Context: an optimization exercise on an open-source flow, tuned for small area and a short achievable clock period. The choices shown serve that exercise and are no tape-out recipe.
The RTL was checked by simulation tests, not by an equivalence proof against the original design.
Power and IR drop assume default switching activity.

Setup of build 4:
// sobel_filter
module sobel_filter #(
    parameter int PIXEL_WIDTH = 8,
    parameter int IMAGE_WIDTH = 64
) (
    input  logic                   clk,
    input  logic                   rst_n,
    input  logic [PIXEL_WIDTH-1:0] pixel_in,
    input  logic                   valid_in,
    output logic [PIXEL_WIDTH-1:0] edge_out,
    output logic                   valid_out
);
  conv3x3 #(
      .PIXEL_WIDTH(PIXEL_WIDTH),
      .IMAGE_WIDTH(IMAGE_WIDTH)
  ) u_core (
      .clk      (clk),
      .rst_n    (rst_n),
      .pixel_in (pixel_in),
      .valid_in (valid_in),
      .edge_out (edge_out),
      .valid_out(valid_out)
  );
endmodule
export LEC_CHECK = 0
export CAP_MARGIN = 20
export CORE_MARGIN = 2
export CORE_UTILIZATION = 70
export PLACE_DENSITY = 0.8
export SLEW_MARGIN = 20
create_clock -name core_clock -period 12.0 [get_ports {clk}]
standard.sh (not shown) runs the stock make flow with config.mk's settings and CLKGATE_MAP_FILE= SYNTH_SCRIPT=/design/flow/synth_recipe.tcl, a recipe that flattens the netlist after the stock synthesis.
==> flow/flow/run.sh <==
#!/bin/bash
set -euo pipefail
bash standard.sh SETUP_SLACK_MARGIN=7 MATCH_CELL_FOOTPRINT=0 \
  'BUFFER_PORTS_ARGS=-buffer_cell sky130_fd_sc_hd__buf_2' \
  'CTS_ARGS=-sink_clustering_enable -repair_clock_nets -sink_clustering_size 18 -sink_clustering_max_diameter 55 -buf_list sky130_fd_sc_hd__clkbuf_8 -dont_use_dummy_load' \
  finish > standard_flow.log 2>&1
Edits applied to the flow inputs when going from build 4 to build 28:
# build 4
export LEC_CHECK = 0
export CAP_MARGIN = 20
export CORE_MARGIN = 2
export CORE_UTILIZATION = 70
export PLACE_DENSITY = 0.8
export SLEW_MARGIN = 20
create_clock -name core_clock -period 12.0 [get_ports {clk}]
# build 28
export LEC_CHECK = 0
export CAP_MARGIN = 20
export CORE_MARGIN = 2
export CORE_UTILIZATION = 70
export PLACE_DENSITY = 0.8
export SLEW_MARGIN = 20
export SYNTH_HIERARCHICAL = 1
export SYNTH_MINIMUM_KEEP_SIZE = 0
create_clock -name core_clock -period 12.0 [get_ports {clk}]
==> flow/flow/run.sh <==
#!/bin/bash
set -euo pipefail
bash standard.sh SETUP_SLACK_MARGIN=7 MATCH_CELL_FOOTPRINT=0 \
  'BUFFER_PORTS_ARGS=-buffer_cell sky130_fd_sc_hd__buf_2' \
  'CTS_ARGS=-sink_clustering_enable -repair_clock_nets -sink_clustering_size 16 -sink_clustering_max_diameter 60 -buf_list sky130_fd_sc_hd__clkbuf_8 -dont_use_dummy_load' \
  finish > standard_flow.log 2>&1
[summary]
Build 28 finished every step from synthesis to the final layout, and the layout passed the timing, DRC and antenna checks. Core area: build 28 vs build 4, no meaningful difference. Against build 4, build 28 reports a adder and majority cell fraction of the synthesized area that is higher. Diff build 4 -> build 28 | synthesis-to-layout area growth | increase of 0.91 points. Lower non-clock inverter total of the final layout goes to build 28 over build 4. Between build 28 and build 4, it is build 28 whose worst-path maximum fanout is higher, by 1. The lower total design power of build 4 and build 28 is in build 4. The post-route fraction of the period consumed by the critical path of build 28 is lower than that of build 4. When build 28 is set beside build 4, its final design utilization turns out to be 0.70 points larger. Taking build 4 as the reference, in build 28 placed wire-length estimate went up by 1.8%; final standard cell area without fillers went up by about 1.1%.
Modified inputs, build 97 compared to build 28
# build 28
export LEC_CHECK = 0
export CAP_MARGIN = 20
export CORE_MARGIN = 2
export CORE_UTILIZATION = 70
export PLACE_DENSITY = 0.8
export SLEW_MARGIN = 20
export SYNTH_HIERARCHICAL = 1
export SYNTH_MINIMUM_KEEP_SIZE = 0
create_clock -name core_clock -period 12.0 [get_ports {clk}]
# build 97
export LEC_CHECK = 0
export CAP_MARGIN = 20
export CORE_MARGIN = 2
export CORE_UTILIZATION = 60
export CTS_BUF_LIST = sky130_fd_sc_hd__clkbuf_8
export CTS_CLUSTER_DIAMETER = 60
export CTS_CLUSTER_SIZE = 16
export PLACE_DENSITY = 0.7
export SLEW_MARGIN = 20
export SYNTH_HIERARCHICAL = 1
export SYNTH_MINIMUM_KEEP_SIZE = 0
create_clock -name core_clock -period 12.0 [get_ports {clk}]
==> flow/flow/run.sh <==
#!/bin/bash
set -euo pipefail
bash standard.sh SETUP_SLACK_MARGIN=7 MATCH_CELL_FOOTPRINT=0 \
  'BUFFER_PORTS_ARGS=-buffer_cell sky130_fd_sc_hd__buf_2' finish > standard_flow.log 2>&1
In the metrics for build 28 and build 97, the one carrying the higher post-route worst hold slack is build 97.
Status: setup slack parity (build 97, build 28)
The count of nets after finishing was comparable across build 28 and build 97.
When the final numbers for build 28 and build 97 were put side by side, the leakage component of the power turned out to be smaller in build 28.
Share of total power in the clock network, build 28 and build 97: larger value in build 97
> inputs changed (build 97 -> build 15)
# build 97
export LEC_CHECK = 0
export CAP_MARGIN = 20
export CORE_MARGIN = 2
export CORE_UTILIZATION = 60
export CTS_BUF_LIST = sky130_fd_sc_hd__clkbuf_8
export CTS_CLUSTER_DIAMETER = 60
export CTS_CLUSTER_SIZE = 16
export PLACE_DENSITY = 0.7
export SLEW_MARGIN = 20
export SYNTH_HIERARCHICAL = 1
export SYNTH_MINIMUM_KEEP_SIZE = 0
create_clock -name core_clock -period 12.0 [get_ports {clk}]
# build 15
export LEC_CHECK = 0
export CAP_MARGIN = 20
export CORE_MARGIN = 2
export CORE_UTILIZATION = 70
export PLACE_DENSITY = 0.8
export SLEW_MARGIN = 20
export SYNTH_HIERARCHICAL = 1
export SYNTH_MINIMUM_KEEP_SIZE = 0
create_clock -name core_clock -period 12.0 [get_ports {clk}]
==> flow/flow/run.sh <==
#!/bin/bash
set -euo pipefail
bash standard.sh SETUP_SLACK_MARGIN=7 MATCH_CELL_FOOTPRINT=0 \
  'BUFFER_PORTS_ARGS=-buffer_cell sky130_fd_sc_hd__buf_2' \
  'CTS_ARGS=-sink_clustering_enable -repair_clock_nets -sink_clustering_size 18 -sink_clustering_max_diameter 55 -buf_list sky130_fd_sc_hd__clkbuf_8 -dont_use_dummy_load' \
  "IO_CONSTRAINTS=$PWD/flow/io.tcl" \
  finish > standard_flow.log 2>&1
==> flow/flow/io.tcl (new file) <==
# Keep valid_in and valid_out next to each other on the die edge: the only
# path between them is the combinational valid_in -> valid_out one.
set_io_pin_constraint -group -order -pin_names {valid_in valid_out}
==> comparison <==
Side by side, setup slack after layout turned out higher in build 15 than in build 97.
In the reports for build 15 and build 97, the larger tap cell instance count belongs to build 97.
| post-detailed-route via-to-cell ratio | lower: build 97 |
Compared with build 97, in build 15 xor and xnor fraction of the mapped netlist area stayed essentially flat, part of the total power dissipated in combinational logic rose by 1.3 points, relative area change from synthesis to final layout fell by 1.4 points.

* * *

== alpha ==
The RTL this note starts from:
==> flow/design.v <==
`timescale 1ns / 1ps
module conv3x3 #(
    parameter int PIXEL_WIDTH = 8,
    parameter int IMAGE_WIDTH = 64
) (
    input  logic                   clk,
    input  logic                   rst_n,
    input  logic [PIXEL_WIDTH-1:0] pixel_in,
    input  logic                   valid_in,
    output logic [PIXEL_WIDTH-1:0] edge_out,
    output logic                   valid_out
);
  localparam int W = IMAGE_WIDTH;
  localparam int PW = PIXEL_WIDTH;
  localparam int DEPTH = 2 * W + 1;   
  localparam int CW = 6;   
  logic [DEPTH*PW-1:0] lb;
  always_ff @(posedge clk) begin
    if (valid_in) lb <= {lb[(DEPTH-1)*PW-1:0], pixel_in};
  end
  logic [CW-1:0] col;
  logic [1:0] line;
  logic warm;
  always_ff @(posedge clk or negedge rst_n) begin
    if (!rst_n) begin
      col  <= '0;
      line <= '0;
      warm <= 1'b0;
    end else if (valid_in) begin
      col <= col + 1'b1;
      if (&col && !line[1]) line <= line + 1'b1;
      if (line[1] && col == CW'(2)) warm <= 1'b1;
    end
  end
  assign valid_out = valid_in & warm;
  logic n1, n0;
  assign n1 = ~&col;
  assign n0 = n1 & (col != '0);
  logic [7:0] w12, w02, w01, w20, w10, w00, w21;
  assign w12 = lb[(W-2)*PW+:PW];
  assign w02 = lb[(2*W-2)*PW+:PW];
  assign w01 = n1 ? lb[(2*W-1)*PW+:PW] : '0;
  assign w20 = n0 ? lb[(0)*PW+:PW] : '0;
  assign w10 = n0 ? lb[(W)*PW+:PW] : '0;
  assign w00 = n0 ? lb[(2*W)*PW+:PW] : '0;
  assign w21 = n1 ? pixel_in : '0;
  logic [7:0] zs1, zc1;
  logic [8:0] zs2, zc2, zs3, zc3;
  assign zs1 = w12 ^ ~w00 ^ ~w10;
  assign zc1 = (w12 & ~w00) | (w12 & ~w10) | (~w00 & ~w10);
  sobel_csa #(9) u_z2 (
      .a({1'b0, zs1}),
      .b({zc1, 1'b1}),
      .c({1'b0, ~w01}),
      .s(zs2),
      .co(zc2)
  );
  sobel_csa #(9) u_z3 (
      .a(zs2),
      .b({zc2[7:0], 1'b1}),
      .c({1'b0, w21}),
      .s(zs3),
      .co(zc3)
  );
  logic [10:0] z_nxt;
  assign z_nxt = 11'(zs3) + {1'b0, zc3, 1'b1};
  logic [7:0] us1, uc1, us2, uc2;
  logic [8:0] us3, uc3;
  logic [9:0] us4, uc4;
  assign us1 = w12 ^ w02 ^ w01;
  assign uc1 = (w12 & w02) | (w12 & w01) | (w02 & w01);
  assign us2 = ~w10 ^ ~w20 ^ us1;
  assign uc2 = (~w10 & ~w20) | (~w10 & us1) | (~w20 & us1);
  sobel_csa #(9) u_u3 (
      .a({1'b0, us2}),
      .b({uc1, 1'b1}),
      .c({uc2, 1'b1}),
      .s(us3),
      .co(uc3)
  );
  sobel_csa #(10) u_u4 (
      .a({1'b0, us3}),
      .b({uc3, 1'b0}),
      .c({2'b00, ~w21}),
      .s(us4),
      .co(uc4)
  );
  logic [10:0] u_nxt;
  assign u_nxt = 11'(us4) + {uc4, 1'b1};
  logic [10:0] z, u;   
  always_ff @(posedge clk) begin
    if (valid_in) begin
      z <= z_nxt;
      u <= u_nxt;
    end
  end
  logic [10:0] xs, xc, ys, yc;
  sobel_csa #(11) u_gx (
      .a ({3'b010, pixel_in}),
      .b (z),
      .c (u),
      .s (xs),
      .co(xc)
  );
  sobel_csa #(11) u_gy (
      .a ({3'b000, pixel_in}),
      .b (z),
      .c (~u),
      .s (ys),
      .co(yc)
  );
  logic xco, yco;
  sobel_co #(11) u_sx (
      .a  (xs),
      .b  ({xc[9:0], 1'b0}),
      .co (xco)
  );
  sobel_co #(11) u_sy (
      .a  (ys),
      .b  ({yc[9:0], 1'b1}),
      .co (yco)
  );
  logic sx, sy;
  assign sx = ~xc[10] & ~xco;
  assign sy = ~yc[10] & ~yco;
  logic [6:0] zm1, ua;
  logic usat;
  assign zm1 = 7'(z[6:0] - 7'd1);
  sobel_abs u_abs (
      .x   (u),
      .xa  (ua),
      .xsat(usat)
  );
  logic [10:0] v;
  logic [6:0] vm1;
  logic vsat;
  logic [6:0] half;
  assign v    = 11'(pixel_in) + z;
  assign vm1  = pixel_in[6:0] + zm1;
  assign vsat = (v >= 11'd896) || (v <= 11'd640);
  assign half = (sx == sy) ? (sx ? ~vm1 : v[6:0]) : ua;
  always_ff @(posedge clk) begin
    if (valid_in) edge_out <= (usat || vsat) ? 8'd255 : {half, 1'b0};
  end
endmodule
module sobel_csa #(
    parameter int N = 8
) (
    input  logic [N-1:0] a,
    input  logic [N-1:0] b,
    input  logic [N-1:0] c,
    output logic [N-1:0] s,
    output logic [N-1:0] co
);
  assign s  = a ^ b ^ c;
  assign co = (a & b) | (a & c) | (b & c);
endmodule
module sobel_co #(
    parameter int N = 11
) (
    input  logic [N-1:0] a,
    input  logic [N-1:0] b,
    output logic         co
);
  logic [N:0] sum;
  assign sum = (N + 1)'(a) + (N + 1)'(b);
  assign co  = sum[N];
endmodule
module sobel_abs (
    input  logic [10:0] x,
    output logic [ 6:0] xa,
    output logic        xsat
);
  assign xa   = (x >= 11'd768) ? x[6:0] : 7'(-x[6:0]);
  assign xsat = (x >= 11'd896) || (x <= 11'd640);
endmodule
`timescale 1ns / 1ps
module sobel_filter #(
    parameter int PIXEL_WIDTH = 8,
    parameter int IMAGE_WIDTH = 64
) (
    input  logic                   clk,
    input  logic                   rst_n,
    input  logic [PIXEL_WIDTH-1:0] pixel_in,
    input  logic                   valid_in,
    output logic [PIXEL_WIDTH-1:0] edge_out,
    output logic                   valid_out
);
  conv3x3 #(
      .PIXEL_WIDTH(PIXEL_WIDTH),
      .IMAGE_WIDTH(IMAGE_WIDTH)
  ) u_core (
      .clk      (clk),
      .rst_n    (rst_n),
      .pixel_in (pixel_in),
      .valid_in (valid_in),
      .edge_out (edge_out),
      .valid_out(valid_out)
  );
endmodule
clock: 12.0 ns
lec_check: 0
cap_margin: 5
core_margin: 2
core_utilization: 70
place_density: 0.8
slew_margin: 5
synth_hierarchical: 1
synth_minimum_keep_size: 0
==> flow/flow/run.sh <==
#!/bin/bash
set -euo pipefail
bash standard.sh SETUP_SLACK_MARGIN=7 MATCH_CELL_FOOTPRINT=0 \
  'BUFFER_PORTS_ARGS=-buffer_cell sky130_fd_sc_hd__buf_2' \
  'CTS_ARGS=-sink_clustering_enable -repair_clock_nets -sink_clustering_size 16 -sink_clustering_max_diameter 60 -buf_list sky130_fd_sc_hd__clkbuf_8 -dont_use_dummy_load' \
  finish > standard_flow.log 2>&1
The inputs of beta differ from those of alpha as listed below.
- changing PLACE_DENSITY from 0.8 to 0.7
- changing SLEW_MARGIN from 5 to 20
- removing SYNTH_HIERARCHICAL (formerly 1)
- removing SYNTH_MINIMUM_KEEP_SIZE (formerly 0)
- changing CAP_MARGIN from 5 to 20
- changing CORE_UTILIZATION from 70 to 60
beta ran to completion and came out clean on the timing, DRC and antenna checks. alpha -> beta: CTS buffer count increased slightly. Relative to alpha, placeable core area has gone up in beta. Via count: beta better than alpha. Die footprint: beta vs alpha up 0.0087 mm^2.
Input-level comparison between gamma and beta:
- PLACE_DENSITY now 0.8, was 0.7
- CORE_UTILIZATION now 70, was 60
## What came out
Every stage of the flow completed for gamma, and the final layout passed the timing, DRC and antenna checks.
The overall power of gamma falls short of that of beta by about 0.35%.
beta → gamma: synthesis-to-layout area growth lost 0.64 points, area inside the core boundary lost about 15%.
Of gamma and beta, the lower number of non-clock buffers in the layout belongs to gamma.
On sequential share of layout area, the lower figure sits with beta, not gamma.
Compared to beta, the router laid down more metal wire for gamma.
[gamma] maximum number of pins on one net before global-route repair fell 0.44% relative to beta
Looking at worst clock skew across both flows, gamma is the weaker of the two, with beta ahead.
NOTE: die footprint in gamma falls short of that of beta
> inputs changed (gamma -> delta)
==> flow/flow/run.sh <==
#!/bin/bash
set -euo pipefail
bash standard.sh SETUP_SLACK_MARGIN=7 MATCH_CELL_FOOTPRINT=0 \
  'BUFFER_PORTS_ARGS=-buffer_cell sky130_fd_sc_hd__buf_2' \
  'CTS_ARGS=-sink_clustering_enable -repair_clock_nets -sink_clustering_size 18 -sink_clustering_max_diameter 55 -buf_list sky130_fd_sc_hd__clkbuf_8 -dont_use_dummy_load' \
  "IO_CONSTRAINTS=$PWD/flow/io.tcl" \
  finish > standard_flow.log 2>&1
==> flow/flow/io.tcl (new file) <==
# Keep valid_in and valid_out next to each other on the die edge: the only
# path between them is the combinational valid_in -> valid_out one.
set_io_pin_constraint -group -order -pin_names {valid_in valid_out}
[summary]
delta: worst slew margin relative to its limit 3.4 points above gamma
Fmax: delta above gamma
delta against gamma: post-detailed-routing wire length moved down, post-layout instance count excluding filler cells now sits at about the same level, power spent charging and discharging nets now sits lower.
Delta (delta minus gamma): sequential share of layout area went up; clock period minus worst slack now sits lower.
Compared delta against gamma; final design instance area without fill within noise.
Summary — proportion of cell area spent on the clock network, delta relative to gamma: lower, by 0.24 points.
### delta -> epsilon
- SYNTH_HIERARCHICAL now 1, previously not set
- SYNTH_MINIMUM_KEEP_SIZE now 0, previously not set
- CORE_UTILIZATION now 60, was 70
- PLACE_DENSITY now 0.7, was 0.8
==> flow/flow/run.sh <==
#!/bin/bash
set -euo pipefail
bash standard.sh SETUP_SLACK_MARGIN=7 MATCH_CELL_FOOTPRINT=0 \
  'BUFFER_PORTS_ARGS=-buffer_cell sky130_fd_sc_hd__buf_2' \
  'CTS_ARGS=-sink_clustering_enable -repair_clock_nets -sink_clustering_size 16 -sink_clustering_max_diameter 60 -buf_list sky130_fd_sc_hd__clkbuf_8 -dont_use_dummy_load' \
  finish > standard_flow.log 2>&1
removed: flow/flow/io.tcl
Findings:
No stage failed in epsilon, and the final checks on the layout all came back clean.
delta -> epsilon: placed wire-length estimate decreased by a little under 10%
Time the final worst path needs with I/O delays and setup in epsilon vs delta: up 0.0079 ns
Against delta, epsilon reports a combinational fraction of design power that is higher.
Register share of the cell area in epsilon is 1.2 points lower than in delta
epsilon against delta; power density normalized to cell area is up by a few percent.
Share of the synthesized area in compound gates (AO/OA/AOI/OAI) essentially unchanged between delta and epsilon.
The die area in epsilon is 1.17 times that in delta.
Between epsilon and delta, hold slack is higher for delta, epsilon comes in under that.
As of epsilon, post-route standard cell area excluding fillers had risen slightly compared to delta.
Lower inserted tap cell count goes to delta over epsilon.

static timing again, ports no longer ideal:
The results above use ideal ports. As a check the final layouts listed here were re-extracted and re-timed, cells and wires unchanged. Step 1: set_driving_cell puts a clkbuf_16 on clk and a buf_2 on each other input, an assumption about the parent block. Step 2 moves the port delays by t, midway between the first and last clock arrival at a register: inputs arrive t later, outputs are due t later. That takes back most of the time a late clock gives input paths. Slacks: ideal / step 1 / step 2; pairs: ideal / step 1.
run | shift t [ns] | setup slack, ns | hold slack, ns | worst setup path at the end | worst slew at a driven data input, ns
build 4 | 0.701 | 6.800 / 6.627 / 6.360 | 0.386 / 0.386 / 0.386 | input to register | 0.23
build 28 | 0.715 | 6.841 / 6.651 / 6.423 | 0.375 / 0.375 / 0.375 | input to register | 0.24
build 97 | 0.736 | 6.842 / 6.636 / 6.345 | 0.389 / 0.389 / 0.389 | input to register | 0.26
build 15 | 0.685 | 6.854 / 6.651 / 6.444 | 0.368 / 0.368 / 0.368 | input to register | 0.26
alpha | 0.715 | 6.841 / 6.651 / 6.423 | 0.375 / 0.375 / 0.375 | input to register | 0.24
beta | 0.708 | 6.814 / 6.542 / 6.303 | 0.409 / 0.409 / 0.409 | input to register | 0.33
gamma | 0.693 | 6.805 / 6.617 / 6.337 | 0.393 / 0.393 / 0.393 | input to register | 0.25
delta | 0.695 | 6.849 / 6.639 / 6.518 | 0.390 / 0.390 / 0.390 | input to register | 0.27
epsilon | 0.702 | 6.841 / 6.641 / 6.359 | 0.348 / 0.348 / 0.348 | input to register | 0.25
After both steps setup and hold are still met in every run listed. For beta, which loses most, drivers alone change the setup slack by -0.272 ns; drivers and shift together by -0.511 ns.
